This is an optimization exercise on Yosys and OpenROAD, whose aim is small area, a short achievable clock period and few clock cycles per item, not a production implementation.
Power and IR drop assume default switching activity.

==> run D: inputs <==
==> flow/design.v <==
`timescale 1ns/1ps
module ALU (
    input  wire [31:0] op1,
    input  wire [31:0] op2,
    input  wire        sub,       
    input  wire        arith,     
    input  wire        sel_add,   
    input  wire        sel_slt,
    input  wire        sel_sll,
    input  wire        sel_srl,   
    input  wire        sel_xor,
    input  wire        sel_or,
    input  wire        sel_and,
    output wire [31:0] result
);
    wire [31:0] op2x = op2 ^ {32{sub}};
    wire [31:0] sum  = op1 + op2x + {31'b0, sub};
    wire        lt   = (op1[31] ^ op2[31]) ? op1[31] : sum[31];
    wire [31:0] sll = op1 << op2[4:0];
    wire [31:0] srl = $unsigned($signed({arith & op1[31], op1}) >>> op2[4:0]);
    assign result = ({32{sel_add}} & sum)
                  | ({32{sel_slt}} & {31'b0, lt})
                  | ({32{sel_sll}} & sll)
                  | ({32{sel_srl}} & srl)
                  | ({32{sel_xor}} & (op1 ^ op2))
                  | ({32{sel_or}}  & (op1 | op2))
                  | ({32{sel_and}} & (op1 & op2));
endmodule
`timescale 1ns/1ps
module regfile #(parameter DATAWIDTH = 32)(
  input clk,
  input [4:0] readReg1,
  input [4:0] readReg2,
  input [4:0] writeReg,
  input [DATAWIDTH-1:0] writeData,
  input write,
  output [DATAWIDTH-1:0] readData1,
  output [DATAWIDTH-1:0] readData2
);
  reg [DATAWIDTH-1:0] reg_file[31:1];
  always @(posedge clk) begin
    if (write && (writeReg != 5'd0))
      reg_file[writeReg] <= writeData;
  end
  assign readData1 = (readReg1 == 5'd0) ? {DATAWIDTH{1'b0}} : reg_file[readReg1];
  assign readData2 = (readReg2 == 5'd0) ? {DATAWIDTH{1'b0}} : reg_file[readReg2];
endmodule
`timescale 1ns/1ps
module br_target (
    input  wire [31:0] pc,
    input  wire [12:1] off,      
    output wire [31:0] target
);
    wire [13:0] lo = {1'b0, pc[12:0]} + {1'b0, off[12:1], 1'b0};
    wire [18:0] hi   = pc[31:13];
    wire [18:0] hi_p = pc[31:13] + 19'd1;
    wire [18:0] hi_m = pc[31:13] - 19'd1;
    wire [18:0] hi_t = (lo[13] == off[12]) ? hi : (lo[13] ? hi_p : hi_m);
    assign target = {hi_t, lo[12:0]};
endmodule
`timescale 1ns/1ps
module top_proc #(
    parameter INITIAL_PC = 32'h0000_0000
)(
    input clk,
    input rst,
    input [31:0] instr,
    input [31:0] dReadData,
    output [31:0] PC,
    output [31:0] dAddress,
    output [31:0] dWriteData,
    output MemRead,
    output MemWrite
);
    localparam [6:0] OP_R  = 7'b0110011;
    localparam [6:0] OP_I  = 7'b0010011;
    localparam [6:0] OP_LW = 7'b0000011;
    localparam [6:0] OP_SW = 7'b0100011;
    localparam [6:0] OP_B  = 7'b1100011;
    reg  [31:0] pc_f;           
    reg  [31:0] pc_i;           
    reg         v_i;            
    reg  [31:0] ir;             
    reg         v_r;
    reg         r_pred;         
    reg  [31:0] r_alt;          
    reg  [31:0] e_a, e_b, e_sd;  
    reg  [31:0] e_alt;
    reg  [4:0]  e_rd;
    reg         e_we, e_load, e_store, e_beq, e_pred;
    reg         e_sub, e_arith;
    reg         e_add, e_slt, e_sll, e_srl, e_xor, e_or, e_and;
    reg  [31:0] m_res, m_sd;    
    reg  [4:0]  m_rd;
    reg         m_we, m_load, m_rdreq, m_wrreq;
    reg  [31:0] w_res;          
    reg  [4:0]  w_rd;
    reg         w_we, w_load;
    assign PC         = pc_f;
    assign dAddress   = m_res;
    assign dWriteData = m_sd;
    assign MemRead    = m_rdreq;
    assign MemWrite   = m_wrreq;
    wire        i_beq  = (instr[6:0] == OP_B);
    wire        i_pred = i_beq && (instr[19:15] == instr[24:20]);
    wire [31:0] i_target;
    br_target bt (
        .pc(pc_i),
        .off({instr[31], instr[7], instr[30:25], instr[11:8]}),
        .target(i_target)
    );
    wire [6:0] r_op  = ir[6:0];
    wire [2:0] r_f3  = ir[14:12];
    wire [4:0] r_rd  = ir[11:7];
    wire [4:0] r_rs1 = ir[19:15];
    wire [4:0] r_rs2 = ir[24:20];
    wire r_isR  = (r_op == OP_R);
    wire r_isI  = (r_op == OP_I);
    wire r_isLW = (r_op == OP_LW);
    wire r_isSW = (r_op == OP_SW);
    wire r_isB  = (r_op == OP_B);
    wire r_use2 = r_isR | r_isSW | r_isB;
    wire r_we   = (r_isR | r_isI | r_isLW) & (r_rd != 5'd0);
    wire [31:0] r_immI = {{20{ir[31]}}, ir[31:20]};
    wire [31:0] r_immS = {{20{ir[31]}}, ir[31:25], ir[11:7]};
    wire [31:0] r_imm  = r_isSW ? r_immS : r_immI;
    wire        r_useimm = r_isI | r_isLW | r_isSW;
    wire r_alu = r_isR | r_isI;
    wire r_sub = r_isR & ir[30] & (r_f3 == 3'b000) | (r_alu & (r_f3 == 3'b010));
    wire [31:0] rf_a, rf_b;
    wire [31:0] e_y;            
    wire [31:0] w_data = w_load ? dReadData : w_res;
    regfile registers (
        .clk(clk),
        .readReg1(r_rs1),
        .readReg2(r_rs2),
        .writeReg(w_rd),
        .writeData(w_data),
        .write(w_we),
        .readData1(rf_a),
        .readData2(rf_b)
    );
    wire fa_e = e_we & (e_rd == r_rs1);
    wire fa_m = m_we & (m_rd == r_rs1);
    wire fa_w = w_we & (w_rd == r_rs1);
    wire fb_e = e_we & (e_rd == r_rs2);
    wire fb_m = m_we & (m_rd == r_rs2);
    wire fb_w = w_we & (w_rd == r_rs2);
    wire [31:0] r_a = fa_e ? e_y : fa_m ? m_res : fa_w ? w_data : rf_a;
    wire [31:0] r_b = fb_e ? e_y : fb_m ? m_res : fb_w ? w_data : rf_b;
    wire stall = v_r & ((fa_e & e_load) | (~fa_e & fa_m & m_load) |
                        (r_use2 & ((fb_e & e_load) | (~fb_e & fb_m & m_load))));
    ALU alu (
        .op1(e_a), .op2(e_b), .sub(e_sub), .arith(e_arith),
        .sel_add(e_add), .sel_slt(e_slt), .sel_sll(e_sll), .sel_srl(e_srl),
        .sel_xor(e_xor), .sel_or(e_or), .sel_and(e_and),
        .result(e_y)
    );
    wire e_eq  = (e_a == e_b);
    wire mis   = e_beq & (e_eq != e_pred);
    always @(posedge clk or posedge rst) begin
        if (rst) begin
            pc_f <= INITIAL_PC;
            v_i  <= 1'b0;
        end else if (mis) begin
            pc_f <= e_alt;
            v_i  <= 1'b0;
        end else if (v_i & stall) begin
            pc_f <= pc_i;               
            v_i  <= 1'b0;
        end else if (v_i & i_pred) begin
            pc_f <= i_target;
            v_i  <= 1'b0;
        end else begin
            pc_f <= pc_f + 32'd4;
            v_i  <= 1'b1;
        end
    end
    always @(posedge clk) begin
        pc_i <= pc_f;
    end
    always @(posedge clk or posedge rst) begin
        if (rst)
            v_r <= 1'b0;
        else if (mis)
            v_r <= 1'b0;
        else if (!stall)
            v_r <= v_i;
    end
    always @(posedge clk) begin
        if (!stall) begin
            ir     <= instr;
            r_pred <= i_pred;
            r_alt  <= i_pred ? pc_f : i_target;
        end
    end
    wire go = v_r & ~stall & ~mis;
    always @(posedge clk or posedge rst) begin
        if (rst) begin
            e_we <= 1'b0; e_load <= 1'b0; e_store <= 1'b0; e_beq <= 1'b0;
        end else begin
            e_we    <= go & r_we;
            e_load  <= go & r_isLW;
            e_store <= go & r_isSW;
            e_beq   <= go & r_isB;
        end
    end
    always @(posedge clk) begin
        e_a    <= r_a;
        e_b    <= r_useimm ? r_imm : r_b;
        e_sd   <= r_b;
        e_alt  <= r_alt;
        e_pred <= r_pred;
        e_rd   <= r_rd;
        e_sub  <= r_sub;
        e_arith <= ir[30];
        e_add  <= ~r_alu | (r_f3 == 3'b000);
        e_slt  <= r_alu & (r_f3 == 3'b010);
        e_sll  <= r_alu & (r_f3 == 3'b001);
        e_srl  <= r_alu & (r_f3 == 3'b101);
        e_xor  <= r_alu & (r_f3 == 3'b100);
        e_or   <= r_alu & (r_f3 == 3'b110);
        e_and  <= r_alu & (r_f3 == 3'b111);
    end
    always @(posedge clk or posedge rst) begin
        if (rst) begin
            m_we <= 1'b0; m_load <= 1'b0; m_rdreq <= 1'b0; m_wrreq <= 1'b0;
        end else begin
            m_we    <= e_we;
            m_load  <= e_load;
            m_rdreq <= e_load;
            m_wrreq <= e_store;
        end
    end
    always @(posedge clk) begin
        m_res <= e_y;
        m_sd  <= e_sd;
        m_rd  <= e_rd;
    end
    always @(posedge clk or posedge rst) begin
        if (rst) begin
            w_we <= 1'b0; w_load <= 1'b0;
        end else begin
            w_we   <= m_we;
            w_load <= m_load;
        end
    end
    always @(posedge clk) begin
        w_res <= m_res;
        w_rd  <= m_rd;
    end
endmodule
==> flow/run.sh <==
#!/bin/bash
# synth_recipe.tcl (not shown) runs the flow's synth.tcl, then flattens the netlist and writes it again
# the make line also repeats each setting of config.mk as NAME=value (left out here)
make -C /OpenROAD-flow-scripts/flow DESIGN_CONFIG=/design/flow/config.mk WORK_HOME=/design/flow/orfs CLKGATE_MAP_FILE= SYNTH_SCRIPT=/design/flow/synth_recipe.tcl finish
==> flow/config.mk <==
export PLATFORM = sky130hd
export DESIGN_NAME = top_proc
export DESIGN_NICKNAME = top_proc
export VERILOG_FILES = /design/flow/design.v
export SDC_FILE = /design/flow/constraint.sdc
export NUM_CORES = 8
export LEC_CHECK = 0
export CAP_MARGIN = 20
export CORE_MARGIN = 2
export CORE_UTILIZATION = 40
export SLEW_MARGIN = 20
==> flow/constraint.sdc <==
create_clock -name core_clock -period 11.0 [get_ports {clk}]
set_input_delay 2.2000 -clock core_clock [delete_from_list [all_inputs] [get_ports {clk}]]
set_output_delay 2.2000 -clock core_clock [all_outputs]
set_load 0.01 [all_outputs]
==> inputs of run M, as changes to run D <==
--- a/flow/design.v
+++ b/flow/design.v
@@ -15,4 +15,4 @@
 );
-    wire [31:0] op2x = op2 ^ {32{sub}};
-    wire [31:0] sum  = op1 + op2x + {31'b0, sub};
+    wire [31:0] sum;
+    add32 adder (.a(op1), .b(op2 ^ {32{sub}}), .cin(sub), .s(sum));
     wire        lt   = (op1[31] ^ op2[31]) ? op1[31] : sum[31];
@@ -48,2 +48,30 @@
 `timescale 1ns/1ps
+module add32 (
+    input  wire [31:0] a,
+    input  wire [31:0] b,
+    input  wire        cin,
+    output wire [31:0] s
+);
+    wire [31:0] p = a ^ b;
+    wire [31:0] g0 = (a & b) | {31'b0, p[0] & cin};
+    wire [31:0] G [0:5];
+    wire [31:0] P [0:5];
+    assign G[0] = g0;
+    assign P[0] = p;
+    genvar l, i;
+    generate
+        for (l = 0; l < 5; l = l + 1) begin : lvl
+            for (i = 0; i < 32; i = i + 1) begin : bit_
+                if (i >= (1 << l)) begin : comb
+                    assign G[l+1][i] = G[l][i] | (P[l][i] & G[l][i-(1<<l)]);
+                    assign P[l+1][i] = P[l][i] & P[l][i-(1<<l)];
+                end else begin : pass
+                    assign G[l+1][i] = G[l][i];
+                    assign P[l+1][i] = P[l][i];
+                end
+            end
+        end
+    endgenerate
+    assign s = p ^ {G[5][30:0], cin};
+endmodule
 module br_target (
@@ -53,8 +81,39 @@
 );
-    wire [13:0] lo = {1'b0, pc[12:0]} + {1'b0, off[12:1], 1'b0};
-    wire [18:0] hi   = pc[31:13];
-    wire [18:0] hi_p = pc[31:13] + 19'd1;
-    wire [18:0] hi_m = pc[31:13] - 19'd1;
-    wire [18:0] hi_t = (lo[13] == off[12]) ? hi : (lo[13] ? hi_p : hi_m);
-    assign target = {hi_t, lo[12:0]};
+    wire [11:0] a = pc[12:1];
+    wire [11:0] b = off[12:1];
+    wire [11:0] p = a ^ b;
+    wire [11:0] G [0:4];
+    wire [11:0] P [0:4];
+    assign G[0] = a & b;
+    assign P[0] = p;
+    genvar l, i;
+    generate
+        for (l = 0; l < 4; l = l + 1) begin : lvl
+            for (i = 0; i < 12; i = i + 1) begin : bit_
+                if (i >= (1 << l)) begin : comb
+                    assign G[l+1][i] = G[l][i] | (P[l][i] & G[l][i-(1<<l)]);
+                    assign P[l+1][i] = P[l][i] & P[l][i-(1<<l)];
+                end else begin : pass
+                    assign G[l+1][i] = G[l][i];
+                    assign P[l+1][i] = P[l][i];
+                end
+            end
+        end
+    endgenerate
+    wire [11:0] lo = p ^ {G[4][10:0], 1'b0};
+    wire        c13 = G[4][11];
+    wire [18:0] hi = pc[31:13];
+    wire [18:0] all1, all0;      
+    assign all1[0] = 1'b1;
+    assign all0[0] = 1'b1;
+    generate
+        for (i = 1; i < 19; i = i + 1) begin : pre
+            assign all1[i] = &hi[i-1:0];
+            assign all0[i] = ~|hi[i-1:0];
+        end
+    endgenerate
+    wire [18:0] hi_p = hi ^ all1;
+    wire [18:0] hi_m = hi ^ all0;
+    wire [18:0] hi_t = (c13 == off[12]) ? hi : (c13 ? hi_p : hi_m);
+    assign target = {hi_t, lo, pc[0]};
 endmodule
@@ -85,3 +144,3 @@
     reg         r_pred;         
-    reg  [31:0] r_alt;          
+    reg  [31:0] pc_r;           
     reg  [31:0] e_a, e_b, e_sd;  
@@ -129,2 +188,9 @@
     wire r_sub = r_isR & ir[30] & (r_f3 == 3'b000) | (r_alu & (r_f3 == 3'b010));
+    wire [31:0] r_target;
+    br_target btr (
+        .pc(pc_r),
+        .off({ir[31], ir[7], ir[30:25], ir[11:8]}),
+        .target(r_target)
+    );
+    wire [31:0] r_alt = r_pred ? {pc_r[31:2] + 30'd1, pc_r[1:0]} : r_target;
     wire [31:0] rf_a, rf_b;
@@ -148,4 +214,7 @@
     wire fb_w = w_we & (w_rd == r_rs2);
-    wire [31:0] r_a = fa_e ? e_y : fa_m ? m_res : fa_w ? w_data : rf_a;
-    wire [31:0] r_b = fb_e ? e_y : fb_m ? m_res : fb_w ? w_data : rf_b;
+    wire [31:0] r_a_old = fa_m ? m_res : fa_w ? w_data : rf_a;
+    wire [31:0] r_b_old = fb_m ? m_res : fb_w ? w_data : rf_b;
+    wire [31:0] r_a  = fa_e ? e_y : r_a_old;
+    wire [31:0] r_b  = fb_e ? e_y : r_b_old;
+    wire [31:0] r_op2 = (fb_e & ~r_useimm) ? e_y : (r_useimm ? r_imm : r_b_old);
     wire stall = v_r & ((fa_e & e_load) | (~fa_e & fa_m & m_load) |
@@ -160,2 +229,10 @@
     wire mis   = e_beq & (e_eq != e_pred);
+    wire [29:0] pc_ones;         
+    genvar k;
+    generate
+        for (k = 0; k < 30; k = k + 1) begin : inc
+            assign pc_ones[k] = &pc_f[k+2:2];
+        end
+    endgenerate
+    wire [31:0] pc_inc = {pc_f[31:2] ^ {pc_ones[28:0], 1'b1}, pc_f[1:0]};
     always @(posedge clk or posedge rst) begin
@@ -174,3 +251,3 @@
         end else begin
-            pc_f <= pc_f + 32'd4;
+            pc_f <= pc_inc;
             v_i  <= 1'b1;
@@ -193,3 +270,3 @@
             r_pred <= i_pred;
-            r_alt  <= i_pred ? pc_f : i_target;
+            pc_r   <= pc_i;
         end
@@ -209,5 +286,5 @@
         e_a    <= r_a;
-        e_b    <= r_useimm ? r_imm : r_b;
+        e_b    <= r_op2;
         e_sd   <= r_b;
-        e_alt  <= r_alt;
+        e_alt  <= r_alt;         
         e_pred <= r_pred;
==> run notes <==
Path length in cells of the critical path: run D 16; run M 10
Post-Synthesis Net Count: run D 4866; run M 4991
Outcome: run D timing/DRC/antenna clean; run M timing/DRC/antenna clean
Dpl cells: run D 6915; run M 7058
Transition time at the pin with the least slew margin: run D 1190 ps; run M 1110 ps
Post-route worst setup slack: run D 4240 ps; run M 6050 ps
Average size of a mapped cell: run D 14.9 µm²; run M 14.5 µm²
Startpoint type of the worst setup path: run D input port; run M flop
Clock latency of the later-clocked register in the worst-skew pair: run D 790 ps; run M 810 ps
Via count: run D 45.9k; run M 46.5k
Relative contribution of sequential cells to total power: run D 0.469; run M 0.468
Synthesized instance count: run D 4672; run M 4797
Yosys warning count: run D 2; run M 4
Share of the clock period used by the worst path after layout: run D 0.615; run M 0.450
Unique cell type count in the Yosys netlist: run D 90; run M 91
Slowest cell on crit path: run D sky130_fd_sc_hd__a31oi_4; run M sky130_fd_sc_hd__buf_4
Cell area after synthesis: run D 69400 µm²; run M 69700 µm²
Buffers & Inverters on Critical Path: run D 1; run M 3
Function was not checked in any run of this note: the RTL went through the layout flow alone.

-- static timing again, ports no longer ideal --
No port has a modelled driver above. Below, the same layouts with a new extraction and two added sets of constraints. Step 1 (the two cells are an assumption about what drives the block):
set clk [get_ports {clk}]
set_driving_cell -lib_cell sky130_fd_sc_hd__clkbuf_16 $clk
set_driving_cell -lib_cell sky130_fd_sc_hd__buf_2 [delete_from_list [all_inputs] $clk]
Step 2 adds t to the input delays and takes it off the output delays; t is the mean of the earliest and latest rising clock arrival at the registers after step 1. Input paths then give back, and output paths get back, about the clock's delay inside the block. Slacks: no drivers / after step 1 / after step 2; pairs: no drivers / after step 1.
run | shift t [ns] | setup WS [ns] | hold WS [ns] | slew at the worst register clock pin (ns) | worst data-port slew with drivers (ns)
run D | 0.863 | 4.240 / 4.300 / 3.437 | 0.326 / 0.326 / 0.326 | 0.07 / 0.07 | 0.10
run M | 0.885 | 6.048 / 6.048 / 5.427 | 0.325 / 0.325 / 0.325 | 0.07 / 0.07 | 0.14
After both steps every run listed still meets setup and hold. For run D, which loses most, drivers alone change the setup slack by +0.060 ns; drivers and shift together by -0.803 ns.
